Source: an optimization exercise on an open RTL-to-GDS flow (aim: small area). Production flows keep margins and buffers that such runs may drop.
In this exercise RTL edits were held to simulation tests only and were not proved equivalent to the original.
The flow treats the clock pin as an ideal source, which a real chip does not have.
Power is estimated from default activity; no workload was simulated.

==> flow/design.v <==
module decimal_to_7segment_digit(
	input [3:0] decimal,
	output [6:0] segments
);
	assign segments[6] = (decimal[1]) | (~decimal[0] & ~decimal[2]) | (~decimal[2] & decimal[3]);  
	assign segments[5] = (decimal[0] & ~decimal[1]) | (~decimal[2]) | (decimal[0] & ~decimal[3]);  
	assign segments[4] = (decimal[0]) | (~decimal[1] & ~decimal[2]) | (decimal[1] & decimal[2]);  
	assign segments[3] = (~decimal[0] & decimal[1]) | (~decimal[0] & ~decimal[2]) | (decimal[1] & ~decimal[2]) | (decimal[1] & decimal[3]);  
	assign segments[2] = (~decimal[0] & decimal[1]) | (~decimal[0] & ~decimal[2]);  
	assign segments[1] = (~decimal[0] & ~decimal[1] & ~decimal[2]) | (~decimal[0] & decimal[1] & decimal[2]) | (decimal[3]);  
	assign segments[0] = (~decimal[0] & decimal[1]) | (decimal[1] & ~decimal[2]) | (decimal[3]);  
endmodule
module display(
	input wire clk,
	input wire user_btn,
	output wire [2:0] rgb_led,
	output wire digit_anode1,
	output wire digit_anode2,
	output wire digit_anode3,
	output wire digit_anode4,
	output wire segmentA,
	output wire segmentB,
	output wire segmentC,
	output wire segmentD,
	output wire segmentE,
	output wire segmentF,
	output wire segmentG
);
	wire rst = ~user_btn;
	localparam [7:0] TM = 8'haa;
	reg [7:0] ty;
	wire [7:0] tx = ty ^ TM;
	wire t52 = ~|tx[5:2];
	wire tick = tx[6] & t52 & ~tx[1] & ~tx[0];
	wire win = ~tx[7] & ~tx[6] & t52;
	always @(posedge clk)
		ty <= ((rst | tick) ? 8'h00 : {tx[6:0], tx[7] ^ ~(tx[2] & tx[6])}) ^ TM;
	reg [3:0] d;
	wire d_end = d[3] & d[2];       
	wire d_one = d == 4'd1;
	always @(posedge clk) begin
		if (rst | d_end) d <= 0;
		else d <= d + 1'b1;
	end
	reg [1:0] s;
	always @(posedge clk) begin
		if (rst) s <= 0;
		else if (d_end) s <= s + 1'b1;
	end
	reg [3:0] n0, n1y, n2, n3y;
	reg cf;
	wire [1:0] ph = s + d[1:0];
	wire ones_ent = ph == 2'd0;
	wire thou_ent = ph == 2'd3;
	wire n0_9 = (n0[0] & n0[3]);
	wire n1_9 = (~n1y[0] & ~n1y[3]);
	wire n2_9 = (n2[0] & n2[3]);
	wire n3_9 = (~n3y[0] & ~n3y[3]);
	wire n0_10 = (n0[1] & n0[3]);
	wire lower9 = (ph == 2'd0) | (n0_9 & ((ph == 2'd1) | (n1_9 & ((ph == 2'd2) | n2_9))));
	wire wrap = ones_ent & (tick | win) & n0_10 & ~n3_9;
	wire c_in = tick ? (lower9 & ~wrap) : (win & (ones_ent ? ~wrap : cf));
	wire c_out = c_in & n3_9;
	wire [3:0] n3_inc;
	assign n3_inc[0] = (n3y[0] & n3y[1]) | (n3y[0] & n3y[3]);
	assign n3_inc[1] = (n3y[0] & ~n3y[1] & n3y[3]) | (~n3y[0] & n3y[1] & n3y[3]) | (~n3y[0] & n3y[1] & thou_ent);
	assign n3_inc[2] = (n3y[0] & ~n3y[2]) | (n3y[1] & ~n3y[2]) | (~n3y[0] & ~n3y[1] & n3y[2]);
	assign n3_inc[3] = (~n3y[0] & ~n3y[1] & ~n3y[2]) | (n3y[0] & n3y[1] & ~n3y[3]) | (~n3y[0] & ~n3y[3] & thou_ent);
	always @(posedge clk) begin
		if (rst) begin
			n0 <= 4'h0; n2 <= 4'h0; n3y <= 4'h5;
		end else begin
			n0 <= c_in ? n3_inc : ~n3y;
			n2 <= ~n1y;
			n3y <= ~n2;
		end
		cf <= c_out;
		if (rst | wrap) n1y <= 4'hf;
		else n1y <= ~n0;
	end
	wire [3:0] sample;
	assign sample[0] = (n0[0]) | (~n0[1] & n0[2]);
	assign sample[1] = (n0[0] & n0[2]) | (n0[1] & ~n0[3]);
	assign sample[2] = (n0[2]);
	assign sample[3] = (~n0[1] & n0[2]) | (~n0[1] & n0[3]);
	reg [3:0] l;
	always @(posedge clk) begin
		if (rst) l <= 4'h4;
		else if (d_one) l <= sample;
	end
	wire [6:0] seg;
	decimal_to_7segment_digit conv (l, seg);
	assign rgb_led = 3'b111;
	assign digit_anode4 = ~(s == 2'd0);
	assign digit_anode3 = ~(s == 2'd1);
	assign digit_anode2 = ~(s == 2'd2);
	assign digit_anode1 = ~(s == 2'd3);
	assign {segmentA, segmentB, segmentC, segmentD, segmentE, segmentF, segmentG} = seg;
endmodule
==> flow/flow/run.sh <==
#!/bin/bash
# Standard layout, with area-oriented ABC scripts in synthesis (registers
# untouched), smaller port buffers, a clock tree of two buffers fed by the
# clock port (manual_cts.tcl, in place of TritonCTS's tree), and one tie cell
# for the constant outputs. Each tool's output is in orfs/logs/ and make's in
# make_flow.log.
set -euo pipefail
W=$PWD
sed -e "s#SYNTH_SCRIPT=[^ ]*#SYNTH_SCRIPT=$W/flow/my_synth.tcl#" standard.sh > my_standard.sh
export MY_FLOW_DIR=$W/flow
export BUFFER_PORTS_ARGS="-buffer_cell sky130_fd_sc_hd__buf_1"
export CTS_ARGS="-sink_clustering_enable -repair_clock_nets -dont_use_dummy_load"
export PRE_CTS_TCL=$W/flow/manual_cts.tcl
export MY_CLK_NET=clk MY_CLK_BUF=sky130_fd_sc_hd__clkbuf_8 MY_CLK_NBUF=2
export SKIP_REPAIR_TIE_FANOUT=1
bash my_standard.sh > make_flow.log 2>&1
==> flow/flow/abc_1.script <==
strash
dc2
dc2
dch -f
amap
topo
==> flow/flow/abc_2.script <==
strash
&get -n
&deepsyn -T 10
&put
dch -f
amap
topo
==> flow/flow/abc_3.script <==
strash
&get -n
&deepsyn -T 10 -S 5
&put
dch -f
amap
topo
==> flow/flow/abc_4.script <==
strash
&get -n
&deepsyn -T 10
&put
dch -f
map -a
topo
==> flow/flow/abc_5.script <==
strash
&get -n
&deepsyn -T 10 -S 9
&put
dc2
dch -f
amap
topo
==> flow/flow/abc_x06.script <==
strash
&get -n
&deepsyn -T 8 -S 1
&put
dch -f
map -a
topo
==> flow/flow/abc_x08.script <==
strash
&get -n
&deepsyn -T 8 -S 2
&put
dc2
dch -f
amap
topo
==> flow/flow/abc_x10.script <==
strash
&get -n
&deepsyn -T 8 -S 3
&put
dch -f
amap
topo
==> flow/flow/abc_x11.script <==
strash
&get -n
&deepsyn -T 8 -S 3
&put
dc2
dch -f
amap
topo
==> flow/flow/abc_x12.script <==
strash
&get -n
&deepsyn -T 8 -S 3
&put
dch -f
map -a
topo
==> flow/flow/abc_x15.script <==
strash
&get -n
&deepsyn -T 8 -S 4
&put
dch -f
map -a
topo
==> flow/flow/abc_x16.script <==
strash
&get -n
&deepsyn -T 8 -S 5
&put
dch -f
amap
topo
==> flow/flow/abc_x17.script <==
strash
&get -n
&deepsyn -T 8 -S 5
&put
dc2
dch -f
amap
topo
==> flow/flow/abc_x19.script <==
strash
&get -n
&deepsyn -T 8 -S 6
&put
dch -f
amap
topo
==> flow/flow/abc_x22.script <==
strash
&get -n
&deepsyn -T 8 -S 7
&put
dch -f
amap
topo
==> flow/flow/manual_cts.tcl <==
# Drive the registers' clock pins from a few clock buffers fed by the clock
# port, split by position, instead of TritonCTS's two-level tree.
set block [ord::get_db_block]
set clknet [$block findNet $::env(MY_CLK_NET)]
set master [[ord::get_db] findMaster $::env(MY_CLK_BUF)]
set nb $::env(MY_CLK_NBUF)
set sinks {}
foreach it [$clknet getITerms] {
  set inst [$it getInst]
  lappend sinks [list [lindex [$inst getLocation] 0] $it]
}
set sinks [lsort -integer -index 0 $sinks]
set n [llength $sinks]
for {set b 0} {$b < $nb} {incr b} {
  set inst [odb::dbInst_create $block $master clkbuf_man_$b]
  set net [odb::dbNet_create $block clk_man_$b]
  $net setSigType CLOCK
  set lo [expr {$b * $n / $nb}]
  set hi [expr {($b + 1) * $n / $nb}]
  set sx 0; set sy 0
  for {set i $lo} {$i < $hi} {incr i} {
    set it [lindex [lindex $sinks $i] 1]
    set loc [[$it getInst] getLocation]
    set sx [expr {$sx + [lindex $loc 0]}]
    set sy [expr {$sy + [lindex $loc 1]}]
    $it disconnect
    $it connect $net
  }
  [$inst findITerm A] connect $clknet
  [$inst findITerm X] connect $net
  $inst setLocation [expr {$sx / ($hi - $lo)}] [expr {$sy / ($hi - $lo)}]
  $inst setPlacementStatus PLACED
}
global_connect
set_cts_config -skip_nets $::env(MY_CLK_NET)
==> flow/flow/my_synth.tcl <==
# The standard flow's synthesis script, with the technology mapping step replaced: ABC
# maps the combinational logic with several area-oriented scripts and the
# smallest result is kept. Registers are not touched.
proc synth {args} { yosys synth -nofsm -noshare {*}$args }
proc extract_fa {args} { }
proc abc {args} {
  set out {}
  set skip 0
  foreach a $args {
    if {$skip} { set skip 0; continue }
    if {$a eq "-script" || $a eq "-D"} { set skip 1; continue }
    lappend out $a
  }
  set libs {}
  foreach lib $::env(LIB_FILES) { lappend libs -liberty $lib }
  yosys design -save pre_abc
  set best -1
  set best_script {}
  set i 0
  foreach script [lsort [glob $::env(MY_FLOW_DIR)/abc_*.script]] {
    incr i
    yosys design -load pre_abc
    yosys abc -script $script {*}$out
    set st_file $::env(RESULTS_DIR)/abc_stat.txt
    yosys tee -q -o $st_file stat {*}$libs
    set fh [open $st_file]
    set st [read $fh]
    close $fh
    regexp {Chip area for module [^:]*: ([0-9.]+)} $st -> area
    puts "MY_ABC $script area $area"
    yosys design -save abc_result_$i
    if {$best < 0 || $area < $best} {
      set best $area
      set best_script $script
      set best_i $i
    }
  }
  puts "MY_ABC best $best_script area $best"
  yosys design -load abc_result_$best_i
}
source $::env(SCRIPTS_DIR)/synth.tcl
# left out here: clear keep_hierarchy, flatten, clean up, hide names made inside functions, write 1_2_yosys.v
==> flow/standard.sh <==
#!/bin/bash
# synth_recipe.tcl (not shown) runs the flow's synth.tcl, then flattens the netlist and writes it again
# the make line also repeats each setting of config.mk as NAME=value (left out here)
make -C /OpenROAD-flow-scripts/flow DESIGN_CONFIG=/design/flow/config.mk WORK_HOME=/design/flow/orfs CLKGATE_MAP_FILE= SYNTH_SCRIPT=/design/flow/synth_recipe.tcl "${@:-finish}"
==> flow/config.mk <==
export PLATFORM = sky130hd
export DESIGN_NAME = display
export DESIGN_NICKNAME = display
export VERILOG_FILES = /design/flow/design.v
export SDC_FILE = /design/flow/constraint.sdc
export NUM_CORES = 4
export LEC_CHECK = 0
export CAP_MARGIN = 20
export CORE_MARGIN = 2
export CORE_UTILIZATION = 40
export SLEW_MARGIN = 20
==> flow/constraint.sdc <==
create_clock -name core_clock -period 20.0 [get_ports {clk}]
set_input_delay 4.0000 -clock core_clock [delete_from_list [all_inputs] [get_ports {clk}]]
set_output_delay 4.0000 -clock core_clock [all_outputs]
set_load 0.01 [all_outputs]
==> results of run 1 <==
cells in the mapped netlist (all sizes together):
library cell | number | area [um2]
a21boi | 1 | 7.51
o221ai | 1 | 8.76
o22ai | 3 | 18.8
clkinv | 18 | 67.6
o32ai | 1 | 8.76
a31oi | 2 | 12.5
nand3 | 2 | 10.0
a211oi | 3 | 22.5
a21oi | 6 | 30.0
nor2 | 37 | 139
nor2b | 2 | 12.5
nor3 | 5 | 25.0
buf | 3 | 22.5
nor4 | 1 | 6.26
a221oi | 1 | 8.76
dfxtp | 35 | 701
a21o | 1 | 7.51
nand4 | 1 | 6.26
nand2 | 19 | 71.3
nor4b | 1 | 8.76
o22a | 1 | 8.76
o31ai | 2 | 15.0
conb | 1 | 3.75
o21ai | 7 | 35.0
o21a | 1 | 7.51
sequential cells by signal, indices dropped and copies added, names as in the netlist, 2 cells and up:
register,cells
d,4
l,4
n0,4
n1y,4
n2,4
n3y,4
s,2
ty,8
where the power goes:
group	internal, W	switching, W	total, W
sequential	0.0000725	0.00000213	0.0000746
combinational	0.00000428	0.00000822	0.0000125
clock	0.00000931	0.0000169	0.0000262
total	0.0000861	0.0000272	0.000113
cells by family (layout without fill, tap and decap cells):
logic type / Yosys count / in the layout / synth area share (%)
AO/OA/AOI/OAI: 30 / 30 / 15.1
other: 1 / 1 / 0.296
buffers and inverters: 21 / 32 / 7.12
flip-flops: 35 / 35 / 55.4
AND/OR/NAND/NOR: 68 / 68 / 22.1
per-stage QoR:
stage / cell area, um2 / util [%]
after detailed placement: 1340 / 44.3
after floorplan: 1260 / -
after CTS: 1370 / 45.2
final: 1370 / 45.2
after global placement: 1340 / 44.3
after global routing: 1370 / 45.2
critical path, cell delays in order (launching register included):
cell and delay, ps:
dfxtp_1 390, nor2b_1 280, nor2_1 100, nor2_1 120
o21ai_0 90, buf_1 140
final timing paths:
check / startpoint / to / slack, ps
max: l[2]$_SDFFE_PN1N_ / segmentD / 14740
min reg2reg: n1y[1]$_SDFF_PP1_ / n2[1]$_SDFF_PN0_ / 370
min: n1y[1]$_SDFF_PP1_ / n2[1]$_SDFF_PN0_ / 370
max reg2reg: s[1]$_SDFFE_PN0P_ / n0[3]$_SDFF_PN0_ / 17560
per-layer routing:
metal / routed length [um] / GRT usage [%]
met5: 0 / 0
met4: 30 / 1.59
met3: 62 / 1.08
met2: 1090 / 22.4
met1: 1150 / 20.1
cell type report:
| type | count | area, um2 |
|---|---|---|
| fillers | 305 | 1660 |
| flip-flops and latches | 35 | 701 |
| multi-input cells | 99 | 474 |
| inverters | 18 | 67.6 |
| well taps | 44 | 55.1 |
| repair buffers | 12 | 45.0 |
| plain buffers | 2 | 27.5 |
==> metrics.md, run 1 <==
| Metric | Value |
|---|---|
| ANT cells | `0` |
| Slew @ Worst Pin | `between 500 and 600 ps` |
| Total GRT Usage | `13.6%` |
| Final Setup Violations | `0` |
| # rows | `20` |
| Worst path required time | `approximately 16000 ps` |
| RePlAce Congestion | `0.805` |
| Final Worst Setup Slack | `approximately 15000 ps` |
| Initial antenna violation count | `0` |
| I/O pin cnt | `16` |
| # port buffers | `12` |
| Dpl cells | `approximately 210` |
| Remaining DRCs | `0` |
| Hold crit path type | `reg2reg` |
| Yosys cell types | `25` |
| Synthesized net count | `157` |
| Share of cells above drive strength 1 | `roughly 1.2%` |
| Finished Layout Cells | `210` |
| Hold-fix buffers at CTS | `0` |
| Synthesis-to-finish area growth | `8.31%` |
| Final worst path period share | `about a quarter` |
| Leak | `slightly below 0.5 nW` |
| Vias/cell | `around 4.8` |
| Pwr dens | `82.7 mW/mm2` |
| Commonest non-fill, non-tap cell in the layout | `nor2_1` |
| Register area share after synthesis | `55.4%` |
| Routed Antenna Nets | `0` |
| CTS clk-pin slew, worst paths | `110 ps` |
| Initial Util | `between 40% and 50%` |
| Flops & latches, synth | `35` |
| Final slew viol count | `0` |
| DIE WIDTH | `60.2 um` |
| Core area | `slightly above 0.003 mm2` |
| Largest net degree at the start of global routing | `19` |
| DRT Wirelength | `around 2.3 mm` |
| Vias in the first global route | `between 900 and 1000` |
| PostCTS Resize Cnt | `0` |
| Status | `finished clean` |
| Synthesized instance count | `155` |
| Most frequent cells in the layout | `nor2_1, dfxtp_1, nand2_1` |
| Critical path arrival | `about 1300 ps` |
| Die height | `~60 um` |
| Initial DRC Count | `just under 80` |
| Die ar. | `0.00363 mm2` |
| Rel. slew slack | `64.1%` |
| Setup_tns | `0 ps` |
| Cells on worst reg2reg path | `13` |
| DR pass1 iterations | `4` |
| DP Worst Slack | `around 15000 ps` |
| Worst hold path depth | `1` |
| Critical Path Fanout Max | `4` |
| Final hold vios | `0` |
| Syn Std Cell Area | `0.00126 mm2` |
| First-pass GRT wire length | `3.98 mm` |
| Synthesized area per cell | `8.16 um2` |
| CP Capture Type | `primary output` |
| DR vias | `about 1000` |
| Grt ovf | `0` |
| Post-CTS setup buffers | `0` |
| Period minus WS final | `5260 ps` |
| Routed wire per std cell | `around 11 um` |
| WHS | `around 370 ps` |
| RSZ-0062 raised after global routing | `no` |
| Clock latency on the worst-skew pair | `about 160 ps` |
| Clock skew | `roughly 13 ps` |
| NumNets Final | `170` |
| Max cap viols | `0` |
| Crit path kind | `reg2out` |
| Critical path startpoint category | `register` |
| Post-detail-place hpwl | `between 1.5 and 2 mm` |
| F_max | `around 190 MHz` |
| Yosys warning total | `1` |
| Final Power | `approximately 0.00011 W` |
| Peak VDD IR | `0.0477 mV` |
==> run 2: changes to the inputs <==
--- a/flow/flow/run.sh
+++ b/flow/flow/run.sh
@@ -8,6 +8,7 @@
 W=$PWD
 sed -e "s#SYNTH_SCRIPT=[^ ]*#SYNTH_SCRIPT=$W/flow/my_synth.tcl#" standard.sh > my_standard.sh
 export MY_FLOW_DIR=$W/flow
+export MY_ABC_SEEDS=20
 export BUFFER_PORTS_ARGS="-buffer_cell sky130_fd_sc_hd__buf_1"
 export CTS_ARGS="-sink_clustering_enable -repair_clock_nets -dont_use_dummy_load"
 export PRE_CTS_TCL=$W/flow/manual_cts.tcl
--- a/flow/flow/my_synth.tcl
+++ b/flow/flow/my_synth.tcl
@@ -17,7 +17,22 @@
   set best -1
   set best_script {}
   set i 0
-  foreach script [lsort [glob $::env(MY_FLOW_DIR)/abc_*.script]] {
+  # the fixed scripts, then deepsyn with seeds 0..MY_ABC_SEEDS-1 and two
+  # mapping tails each
+  set scripts [lsort [glob $::env(MY_FLOW_DIR)/abc_*.script]]
+  set tails [list "dch -f\namap" "dc2\ndch -f\namap"]
+  for {set sd 0} {$sd < $::env(MY_ABC_SEEDS)} {incr sd} {
+    set t 0
+    foreach tail $tails {
+      set f $::env(RESULTS_DIR)/abc_seed_${sd}_$t.script
+      set fh [open $f w]
+      puts $fh "strash\n&get -n\n&deepsyn -T 10 -S $sd\n&put\n$tail\ntopo"
+      close $fh
+      lappend scripts $f
+      incr t
+    }
+  }
+  foreach script $scripts {
     incr i
     yosys design -load pre_abc
     yosys abc -script $script {*}$out
==> metrics.md, run 2 <==
| Metric | Value |
|---|---|
| Largest register by flop count | `ty` |
| Yosys cell types | `25 (unchanged)` |
| ANT cells | `0 (unchanged)` |
| RSZ-0062 raised after global routing | `no` |
| Post-CTS setup buffers | `0 (unchanged)` |
| Peak VDD IR | `0.0477 mV (unchanged)` |
| Vias/cell | `4.83 (unchanged)` |
| Syn Std Cell Area | `0.00126 mm2 (unchanged)` |
| Hold crit path type | `reg2reg` |
| RePlAce Congestion | `0.805 (unchanged)` |
| Crit path largest cell delay | `390 ps (about the same)` |
| Largest net degree at the start of global routing | `19 (unchanged)` |
| Initial DRC Count | `79 (unchanged)` |
| Synthesized area per cell | `8.16 um2 (unchanged)` |
| Top cell by count, worst path | `nor2_1` |
| Critical path arrival | `1260 ps (about the same)` |
| Initial Util | `41.8% (unchanged)` |
| Final worst path period share | `26.3% (unchanged)` |
| Commonest non-fill, non-tap cell in the layout | `nor2_1` |
| Max reg flops | `8 (unchanged)` |
| I/O pin cnt | `16 (unchanged)` |
| Clock latency on the worst-skew pair | `160 ps (about the same)` |
| Core area | `0.00303 mm2 (unchanged)` |
| Period minus WS final | `5260 ps (unchanged)` |
| Critical Path Fanout Max | `4 (unchanged)` |
| Cell taking the most area after synthesis | `dfxtp_1` |
| Clock skew | `13.2 ps (unchanged)` |
| Post-synth ARST share | `0% (unchanged)` |
| Max cap viols | `0 (unchanged)` |
| WHS | `366 ps (unchanged)` |
| DRT Wirelength | `2.33 mm (unchanged)` |
| Worst path required time | `16000 ps (about the same)` |
| Dpl cells | `208 (unchanged)` |
| Setup_tns | `0 ps (unchanged)` |
| Routed wire per std cell | `11.1 um (unchanged)` |
| # rows | `20 (unchanged)` |
| Hold-fix buffers at CTS | `0 (unchanged)` |
| DIE WIDTH | `60.2 um (unchanged)` |
| Top post-synthesis cells by count | `nor2_1, dfxtp_1, nand2_1, clkinv_1, o21ai_0` |
| PostCTS Resize Cnt | `0 (unchanged)` |
| Post-detail-place hpwl | `1.81 mm (unchanged)` |
| Synthesized net count | `157 (unchanged)` |
| Initial antenna violation count | `0 (unchanged)` |
| CP bufs+invs | `1 (unchanged)` |
| Vias in the first global route | `926 (unchanged)` |
| # port buffers | `12 (unchanged)` |
| Die height | `60.2 um (unchanged)` |
| Leak | `0.488 nW (unchanged)` |
| Register area share after synthesis | `55.4% (unchanged)` |
| Flops & latches, synth | `35 (unchanged)` |
| Top-area cell type share of the netlist area | `55.4% (unchanged)` |
| Post-synth EDFFs | `0 (unchanged)` |
| Routed Antenna Nets | `0 (unchanged)` |
| DR pass1 iterations | `4 (unchanged)` |
| DR vias | `1014 (unchanged)` |
| Remaining DRCs | `0 (unchanged)` |
| Rel. slew slack | `64.1% (unchanged)` |
| Main synth FF type | `dfxtp_1` |
| First-pass GRT wire length | `3.98 mm (unchanged)` |
| Crit path kind | `reg2out` |
| Total GRT Usage | `13.6% (unchanged)` |
| Worst path cell trace | `nor2b_1 > nor2_1 > nor2_1 > o21ai_0 > buf_1` |
| Most frequent cells in the layout | `nor2_1, dfxtp_1, nand2_1` |
| Share of cells above drive strength 1 | `1.20% (unchanged)` |
| Final slew viol count | `0 (unchanged)` |
| Kind of cell adding the most delay to the critical path | `simple AND/OR/NAND/NOR gates` |
| Final Setup Violations | `0 (unchanged)` |
| Synthesized instance count | `155 (unchanged)` |
| Pwr dens | `82.7 mW/mm2 (unchanged)` |
| NumNets Final | `170 (unchanged)` |
| Final hold vios | `0 (unchanged)` |
| Status | `finished clean` |
| Most common cell in the netlist | `nor2_1` |
| Die ar. | `0.00363 mm2 (unchanged)` |
| Critical path startpoint category | `register` |
| Finished Layout Cells | `210 (unchanged)` |
| Slew @ Worst Pin | `531 ps (unchanged)` |
| CP Capture Type | `primary output` |
| Synthesis-to-finish area growth | `8.31% (unchanged)` |
| F_max | `190 MHz (unchanged)` |
| Slowest cell on crit path | `dfxtp_1` |
| CTS clk-pin slew, worst paths | `110 ps (about the same)` |
| Grt ovf | `0 (unchanged)` |
| Yosys warning total | `1 (unchanged)` |
| Area contributors post-synth | `dfxtp_1, nor2_1, nand2_1` |
-- run 2: through the flow --
step / setup WS [ps] / area (um2) / utilization [%] / power (W)
5_1_grt: 14500 / 1370 / 45.2 / 0.000119
6_report: 14740 / 1370 / 45.2 / 0.000113
3_3_place_gp: 14650 / 1340 / 44.3 / 0.0000884
3_5_place_dp: 14560 / 1340 / 44.3 / 0.0000887
4_1_cts: 14560 / 1370 / 45.2 / 0.000109
2_1_floorplan: 14870 / 1260 / - / 0.0000853
-- run 2: kinds of logic (layout without fill, tap and decap cells) --
| kind of cell | count (synthesis) | in the layout | share of synthesized area, % |
|---|---|---|---|
| other | 1 | 1 | 0.296 |
| buffers and inverters | 21 | 32 | 7.12 |
| DFF | 35 | 35 | 55.4 |
| AOI/OAI and AO/OA | 30 | 30 | 15.1 |
| and+or+nand+nor | 68 | 68 | 22.1 |
-- run 2: cell type report --
cell class | instances | area (um2)
timing repair buffer | 12 | 45.0
fill | 305 | 1660
tap | 44 | 55.1
sequential | 35 | 701
multi-input combinational | 99 | 474
buffer | 2 | 27.5
inverter | 18 | 67.6
-- run 2: worst reg2reg max path: stages (launching register included) --
cell and delay (ps):
dfxtp_1 420, clkinv_1 160, o22ai_1 310, a21oi_1 170, nor2_1 200, a21o_1 110
a31oi_1 100, nor2_1 190, clkinv_1 110, nor2_1 190, nand2_1 120, nor2_1 150
nand2_1 100, o21ai_0 90
-- run 2: routing by layer --
layer	global-route usage, %	wire [um]
met5	0	0
met4	1.59	30
met3	1.08	62
met2	22.4	1090
met1	20.1	1150
-- run 2: path summary, 6_finish.rpt --
path | from | end | slack [ps] | depth (start not counted)
worst max register to register | s[1]$_SDFFE_PN0P_ | n0[3]$_SDFF_PN0_ | 17560 | 13
worst max-delay path | l[2]$_SDFFE_PN1N_ | segmentD | 14740 | 5
worst min register to register | n1y[1]$_SDFF_PP1_ | n2[1]$_SDFF_PN0_ | 370 | 1
worst min-delay path | n1y[1]$_SDFF_PP1_ | n2[1]$_SDFF_PN0_ | 370 | 1
-- run 2: power breakdown --
part	switching, W	internal (W)	leakage, nW	total (W)
logic	0.00000822	0.00000428	0.187	0.0000125
clock network	0.0000169	0.00000931	0.0144	0.0000262
registers	0.00000213	0.0000725	0.286	0.0000746
==> run 3: changes to the inputs <==
--- a/flow/design.v
+++ b/flow/design.v
@@ -48,7 +48,7 @@
 		else if (d_end) s <= s + 1'b1;
 	end
 	reg [3:0] n0, n1y, n2, n3y;
-	reg cf;
+	reg cf;       
 	wire [1:0] ph = s + d[1:0];
 	wire ones_ent = ph == 2'd0;
 	wire thou_ent = ph == 2'd3;
@@ -69,12 +69,13 @@
 	always @(posedge clk) begin
 		if (rst) begin
 			n0 <= 4'h0; n2 <= 4'h0; n3y <= 4'h5;
+			cf <= 0;
 		end else begin
 			n0 <= c_in ? n3_inc : ~n3y;
 			n2 <= ~n1y;
 			n3y <= ~n2;
+			cf <= c_out & ~thou_ent;
 		end
-		cf <= c_out;
 		if (rst | wrap) n1y <= 4'hf;
 		else n1y <= ~n0;
 	end
==> metrics.md, run 3 <==
| Metric | Value |
|---|---|
| Cells on worst reg2reg path | `11 (-2)` |
| Largest register by flop count | `ty` |
| Share of cells above drive strength 1 | `1.27% (+0.061 points)` |
| Worst r2r dst | `n0[2]$_SDFF_PN0_` |
| Most common cell in the netlist | `nor2_1` |
| Slew @ Worst Pin | `547 ps (+15.9 ps)` |
| Die ar. | `0.00358 mm2 (-1.2%)` |
| Final slew viol count | `0 (unchanged)` |
| Cell taking the most area after synthesis | `dfxtp_1` |
| Die height | `59.9 um (-0.61%)` |
| I/O pin cnt | `16 (unchanged)` |
| DP Worst Slack | `14390 ps (-173 ps)` |
| Critical path startpoint category | `input pin` |
| Period minus WS final | `5430 ps (+165 ps)` |
| Max reg flops | `8 (unchanged)` |
| Worst path cell trace | `buf_1 > clkinv_1 > nor2_1 > clkinv_1 > a211oi_1` |
| Final hold vios | `0 (unchanged)` |
| DIE WIDTH | `59.9 um (-0.61%)` |
| CP bufs+invs | `3 (+2)` |
| Reg2reg setup slack | `17390 ps (-170 ps)` |
| DRT Wirelength | `2.32 mm (-0.69%)` |
| Yosys cell types | `20 (-20%)` |
| CTS clk-pin slew, worst paths | `110 ps (about the same)` |
| Flops & latches, synth | `35 (unchanged)` |
| Pwr dens | `83.6 mW/mm2 (+1.1%)` |
| ANT cells | `0 (unchanged)` |
| Synthesis-to-finish area growth | `7.31%` |
| Crit path from | `user_btn` |
| Post-CTS setup buffers | `0 (unchanged)` |
| Area contributors post-synth | `dfxtp_1, nor2_1, nand2_1` |
| Max cap viols | `0 (unchanged)` |
| Final Setup Violations | `0 (unchanged)` |
| Largest net degree at the start of global routing | `19 (unchanged)` |
| PostCTS Resize Cnt | `0 (unchanged)` |
| NumNets Final | `162 (-4.7%)` |
| Synthesized area per cell | `8.49 um2 (+4.1%)` |
| Status | `finished clean` |
| Most frequent cells in the layout | `nor2_1, dfxtp_1, nand2_1` |
| Slowest cell on crit path | `clkinv_1` |
| Hold-fix buffers at CTS | `0 (unchanged)` |
| Register area share after synthesis | `56.1% (+0.72 points)` |
| Crit path kind | `in2reg` |
| Synthesized-area fraction occupied by and/or/nand/nor cells | `21.4% (-0.61 points)` |
| Peak VDD IR | `0.0643 mV (+35%)` |
| DR vias | `1017 (+0.30%)` |
| Hold Startpoint | `n2[2]$_SDFF_PN0_` |
| # port buffers | `12 (unchanged)` |
| Initial antenna violation count | `0 (unchanged)` |
| Post-synth ARST share | `0% (unchanged)` |
| Post-synthesis mux area share | `0% (unchanged)` |
| Clock skew | `8.99 ps (-4.23 ps)` |
| Top cell by count, worst path | `clkinv_1` |
| CP Capture Type | `register` |
| DR pass1 iterations | `4 (unchanged)` |
| First-pass GRT wire length | `3.86 mm (-3.1%)` |
| # rows | `20 (unchanged)` |
| WHS | `373 ps (+6.09 ps)` |
| Initial Util | `41.6% (-0.19 points)` |
| Reg2reg start | `s[1]$_SDFFE_PN0P_` |
| Dpl cells | `189 (-9.1%)` |
| Main synth FF type | `dfxtp_1` |
| Initial DRC Count | `38 (-52%)` |
| Syn Std Cell Area | `0.00125 mm2 (-1.3%)` |
| Top post-synthesis cells by count | `nor2_1, dfxtp_1, nand2_1, clkinv_1, o21ai_0` |
| Kind of cell adding the most delay to the critical path | `buffers and inverters` |
| Critical path arrival | `5510 ps (+4250 ps)` |
| Worst hold path depth | `1 (unchanged)` |
| Remaining DRCs | `0 (unchanged)` |
| Commonest non-fill, non-tap cell in the layout | `nor2_1` |
| Vias in the first global route | `950 (+2.6%)` |
| Yosys warning total | `1 (unchanged)` |
| RSZ-0062 raised after global routing | `no` |
| Synthesized instance count | `147 (-5.2%)` |
| Leak | `0.480 nW (-1.7%)` |
| Critical Path Fanout Max | `13 (+9)` |
| RePlAce Congestion | `0.804 (-0.14%)` |
| Hold crit path type | `reg2reg` |
| Synthesized net count | `149 (-5.1%)` |
| Largest family of logic cells by synthesized area | `simple AND/OR/NAND/NOR gates` |
| Worst path required time | `20080 ps (+4080 ps)` |
| Final Worst Setup Slack | `14570 ps (-165 ps)` |
| Routed Antenna Nets | `0 (unchanged)` |
| Routed wire per std cell | `12.1 um (+9.2%)` |
| Post-detail-place hpwl | `1.78 mm (-1.3%)` |
| Clock latency on the worst-skew pair | `160 ps (about the same)` |
| XOR/XNOR share of the synthesized area | `0% (unchanged)` |
| Vias/cell | `5.32 (+10%)` |
| F_max | `184 MHz (-3.0%)` |
| Adder-Cell Fraction of Synth Area | `0% (unchanged)` |
| Setup_tns | `0 ps (unchanged)` |
| Top-area cell type share of the netlist area | `56.1% (+0.72 points)` |
| Synth Area in Compound Gates | `16.7% (+1.6 points)` |
| Hold Path Sink | `n3y[2]$_SDFF_PN1_` |
| Core area | `0.00300 mm2 (-0.83%)` |
| Crit path largest cell delay | `430 ps (+40 ps)` |
| Final Util | `44.6% (-0.62 points)` |
| Total GRT Usage | `13.2% (-0.41 points)` |
| Post-synth EDFFs | `0 (unchanged)` |
| Rel. slew slack | `63.5% (-0.56 points)` |
| Grt ovf | `0 (unchanged)` |
| Finished Layout Cells | `191 (-9.0%)` |
| Final worst path period share | `27.1% (+0.82 points)` |
## run 3: cell types whose count changed after synthesis, sizes merged, moves of 2 or more
| cell | previous run | this run |
|---|---|---|
| a211oi | 3 | 6 |
| a21oi | 6 | 3 |
| a31oi | 2 | 0 |
| clkinv | 18 | 12 |
| nand2 | 19 | 16 |
| nand3 | 2 | 6 |
| nor3 | 5 | 3 |
| o2111ai | 0 | 2 |
| o21ai | 7 | 9 |
| o22a | 1 | 3 |
## run 3: worst max-delay path by stage
| stage | end | slack, ps | cells after the start |
|---|---|---|---|
| 5_1_grt | ty[0]$_SDFF_PP0_ | 14390 | 5 |
| 3_5_place_dp | ty[0]$_SDFF_PP0_ | 14390 | 5 |
| 2_1_floorplan | segmentA | 14870 | 4 |
| 6_report | ty[0]$_SDFF_PP0_ | 14570 | 5 |
| 3_3_place_gp | ty[0]$_SDFF_PP0_ | 14460 | 5 |
| 4_1_cts | ty[0]$_SDFF_PP0_ | 14400 | 5 |
## run 3: worst reg2reg max path: cells and delay by family (launching register included)
family | cells | cell delay, ps
AND/OR/NAND/NOR | 3 | 500
buffers and inverters | 2 | 240
AO/OA/AOI/OAI | 6 | 1350
flip-flops | 1 | 430
## run 3: routing by layer
metal  track usage [%]  vias up  share of wire (%)
met3             0.866        2                3.9
met4              1.90        0               0.86
met5                 0        -                  0
met2              24.2       16                 50
li1                  -      528                  -
met1              17.3      471                 45
## run 3: area by class of cell
type	count	area (um2)
fillers	325	1660
flip-flops and latches	35	701
multi-input cells	97	480
repair buffers	12	45.0
inverters	12	45.0
well taps	33	41.3
plain buffers	2	27.5
## run 3: cell families after synthesis
kind of cell,after synthesis
flops,35
other cells,1
simple gates,65
buf+inv,15
compound gates,31
## run 3: through the flow
step           cell area (um2)  total power (W)
2_1_floorplan             1250        0.0000844
3_3_place_gp              1310        0.0000873
3_5_place_dp              1310        0.0000877
4_1_cts                   1340         0.000108
5_1_grt                   1340         0.000117
6_report                  1340         0.000112
## run 3: report_power, final
| group | switching (W) | total (W) | internal, W |
|---|---|---|---|
| combinational | 0.00000727 | 0.0000112 | 0.00000392 |
| sequential | 0.00000243 | 0.0000749 | 0.0000725 |
| clock | 0.0000167 | 0.0000260 | 0.00000930 |
==> run 4: changes to the inputs <==
--- a/flow/flow/run.sh
+++ b/flow/flow/run.sh
@@ -8,7 +8,7 @@
 W=$PWD
 sed -e "s#SYNTH_SCRIPT=[^ ]*#SYNTH_SCRIPT=$W/flow/my_synth.tcl#" standard.sh > my_standard.sh
 export MY_FLOW_DIR=$W/flow
-export MY_ABC_SEEDS=20
+export MY_ABC_SEEDS=45
 export BUFFER_PORTS_ARGS="-buffer_cell sky130_fd_sc_hd__buf_1"
 export CTS_ARGS="-sink_clustering_enable -repair_clock_nets -dont_use_dummy_load"
 export PRE_CTS_TCL=$W/flow/manual_cts.tcl
==> metrics.md, run 4 <==
| Metric | Value |
|---|---|
| RSZ-0062 raised after global routing | `no` |
| Routed Antenna Nets | `0 (unchanged)` |
| Yosys warning total | `1 (unchanged)` |
| Peak VDD IR | `0.0643 mV (unchanged)` |
| Gr busiest metal | `met2` |
| Critical path startpoint category | `input pin` |
| Leak | `0.480 nW (unchanged)` |
| Top post-synthesis cells by count | `nor2_1, dfxtp_1, nand2_1, clkinv_1, o21ai_0` |
| DIE WIDTH | `59.9 um (unchanged)` |
| Syn Std Cell Area | `0.00125 mm2 (unchanged)` |
| Rel. slew slack | `63.5% (unchanged)` |
| Final worst path period share | `27.1% (unchanged)` |
| Final Setup Violations | `0 (unchanged)` |
| Grt ovf | `0 (unchanged)` |
| CP Capture Type | `register` |
| Total GRT Usage | `13.2% (unchanged)` |
| Post-CTS setup buffers | `0 (unchanged)` |
| Synthesized net count | `149 (unchanged)` |
| Initial antenna violation count | `0 (unchanged)` |
| RePlAce Congestion | `0.804 (unchanged)` |
| Main synth FF type | `dfxtp_1` |
| Synthesized instance count | `147 (unchanged)` |
| Vias/cell | `5.32 (unchanged)` |
| Cell taking the most area after synthesis | `dfxtp_1` |
| Comb power frac | `10.0% (about the same)` |
| Seq pwr share | `66.8% (about the same)` |
| Largest register by flop count | `ty` |
| NumNets Final | `162 (unchanged)` |
| Top-area cell type share of the netlist area | `56.1% (unchanged)` |
| Pwr dens | `83.6 mW/mm2 (unchanged)` |
| Remaining DRCs | `0 (unchanged)` |
| Commonest non-fill, non-tap cell in the layout | `nor2_1` |
| Area contributors post-synth | `dfxtp_1, nor2_1, nand2_1` |
| Final slew viol count | `0 (unchanged)` |
| Sw Ratio | `23.5% (unchanged)` |
| Hold-fix buffers at CTS | `0 (unchanged)` |
| Clk pwr share | `23.2% (about the same)` |
| Most frequent cells in the layout | `nor2_1, dfxtp_1, nand2_1` |
| Setup_tns | `0 ps (unchanged)` |
| Vias in the first global route | `950 (unchanged)` |
| Most common cell in the netlist | `nor2_1` |
| ANT cells | `0 (unchanged)` |
| PostCTS Resize Cnt | `0 (unchanged)` |
| Final hold vios | `0 (unchanged)` |
| Crit path kind | `in2reg` |
| Switching pwr | `0.0000264 W (unchanged)` |
| Clock skew | `8.99 ps (unchanged)` |
| Register area share after synthesis | `56.1% (unchanged)` |
| Flops & latches, synth | `35 (unchanged)` |
| Core area | `0.00300 mm2 (unchanged)` |
| Final Power | `0.000112 W (unchanged)` |
| # rows | `20 (unchanged)` |
| Multi-input gate area | `480 um2 (unchanged)` |
| Reg area | `701 um2 (unchanged)` |
| Critical Path Fanout Max | `13 (unchanged)` |
| Largest net degree at the start of global routing | `19 (unchanged)` |
| Status | `finished clean` |
| First-pass GRT wire length | `3.86 mm (unchanged)` |
| Die ar. | `0.00358 mm2 (unchanged)` |
| WHS | `373 ps (unchanged)` |
| Synthesis-to-finish area growth | `7.31% (unchanged)` |
| Post-detail-place hpwl | `1.78 mm (unchanged)` |
| Met3 Use GR | `0.866% (unchanged)` |
| Die height | `59.9 um (unchanged)` |
| Initial Util | `41.6% (unchanged)` |
| Slew @ Worst Pin | `547 ps (unchanged)` |
| Clock latency on the worst-skew pair | `160 ps (about the same)` |
| # port buffers | `12 (unchanged)` |
| Post-synth ARST share | `0% (unchanged)` |
| Met1 Track Usage GR | `17.3% (unchanged)` |
| Number of fill cells | `325 (unchanged)` |
| Hold crit path type | `reg2reg` |
| Yosys cell types | `20 (unchanged)` |
| Max reg flops | `8 (unchanged)` |
| DR pass1 iterations | `4 (unchanged)` |
| Period minus WS final | `5430 ps (unchanged)` |
| I/O pin cnt | `16 (unchanged)` |
| Worst path required time | `20080 ps (about the same)` |
| DRT Wirelength | `2.32 mm (unchanged)` |
| Internal power | `0.0000857 W (unchanged)` |
| Initial DRC Count | `38 (unchanged)` |
| DR vias | `1017 (unchanged)` |
| Critical path arrival | `5510 ps (about the same)` |
| M2 GR Usage | `24.2% (unchanged)` |
| Share of cells above drive strength 1 | `1.27% (unchanged)` |
| Max cap viols | `0 (unchanged)` |
| Synthesized area per cell | `8.49 um2 (unchanged)` |
| Post-synth EDFFs | `0 (unchanged)` |
| F_max | `184 MHz (unchanged)` |
| CTS clk-pin slew, worst paths | `110 ps (about the same)` |
| Routed wire per std cell | `12.1 um (unchanged)` |
## run 4: cell counts in the layout (fill, tap and decap cells not counted)
Identical to the previous run, type by type.
## run 4: critical path, cell delays in order
cell	delay (ps)
buf_1	410
clkinv_1	430
nor2_1	340
clkinv_1	150
a211oi_1	170
## run 4: worst paths after layout
path / cells past startpoint / startpoint / to / slack [ps]
setup / recovery: 5 / user_btn / ty[0]$_SDFF_PP0_ / 14570
setup reg to reg: 11 / s[1]$_SDFFE_PN0P_ / n0[2]$_SDFF_PN0_ / 17390
hold / removal: 1 / n2[2]$_SDFF_PN0_ / n3y[2]$_SDFF_PN1_ / 370
hold reg to reg: 1 / n2[2]$_SDFF_PN0_ / n3y[2]$_SDFF_PN1_ / 370
## run 4: power by group through the flow
stage | sequential, W | clock, W | combinational, W
finish | 0.0000749 | 0.0000260 | 0.0000112
global route | 0.0000754 | 0.0000290 | 0.0000128
CTS | 0.0000765 | 0.0000198 | 0.0000112
detailed placement | 0.0000765 | 0 | 0.0000112
global placement | 0.0000764 | 0 | 0.0000109
floorplan | 0.0000758 | 0 | 0.00000861
## run 4: per-stage QoR
| step | utilization [%] | std cells | worst slack [ps] | instance area (um2) |
|---|---|---|---|---|
| final | 44.6 | 191 | 14570 | 1340 |
| after global routing | 44.6 | 191 | 14390 | 1340 |
| after CTS | 44.6 | 191 | 14400 | 1340 |
| after detailed placement | 43.7 | 189 | 14390 | 1310 |
| after global placement | 43.7 | 189 | 14460 | 1310 |
| after floorplan | - | 147 | 14870 | 1250 |
## run 4: kinds of logic (layout without fill, tap and decap cells)
logic type,count (synthesis),after routing,synth area share (%)
flops,35,35,56.1
buf+inv,15,26,5.41
compound gates,31,31,16.7
other cells,1,1,0.300
simple gates,65,65,21.4
## run 4: cell type report
class / instances / area share, %
multi-input combinational: 97 / 35.9
tap: 33 / 3.08
sequential: 35 / 52.3
timing repair buffer: 12 / 3.36
buffer: 2 / 2.05
inverter: 12 / 3.36
## run 4: metal layers
metal | vias to the layer above | part of all wire [%] | wire length, um
li1 | 528 | - | -
met1 | 471 | 45 | 1040
met2 | 16 | 50 | 1170
met3 | 2 | 3.9 | 91
met4 | 0 | 0.86 | 20
met5 | - | 0 | 0

## re-timing with driven ports
No port has a modelled driver above. Below, the same layouts with a new extraction and two added sets of constraints.
Step 1 assumes that a clkbuf_16 drives the clock port and a buf_2 every other input.
Step 2 times the ports against the registers' clock, not the clock port: input delays grow and output delays shrink by t, the midpoint of the rising clock arrivals with the driver on.
Slacks: no drivers / after step 1 / after step 2; pairs: no drivers / after step 1.
run | t (ns) | slack for setup (ns) | worst hold slack (ns) | worst setup path at the end | worst register clock-pin slew, ns
run 1 | 0.191 | 14.736 / 14.702 / 14.562 | 0.366 / 0.366 / 0.366 | input to register | 0.11 / 0.11
run 2 | 0.191 | 14.736 / 14.702 / 14.562 | 0.366 / 0.366 / 0.366 | input to register | 0.11 / 0.11
run 3 | 0.186 | 14.571 / 14.579 / 14.393 | 0.373 / 0.373 / 0.373 | input to register | 0.11 / 0.11
run 4 | 0.186 | 14.571 / 14.579 / 14.393 | 0.373 / 0.373 / 0.373 | input to register | 0.11 / 0.11
After both steps every run listed still meets setup and hold.
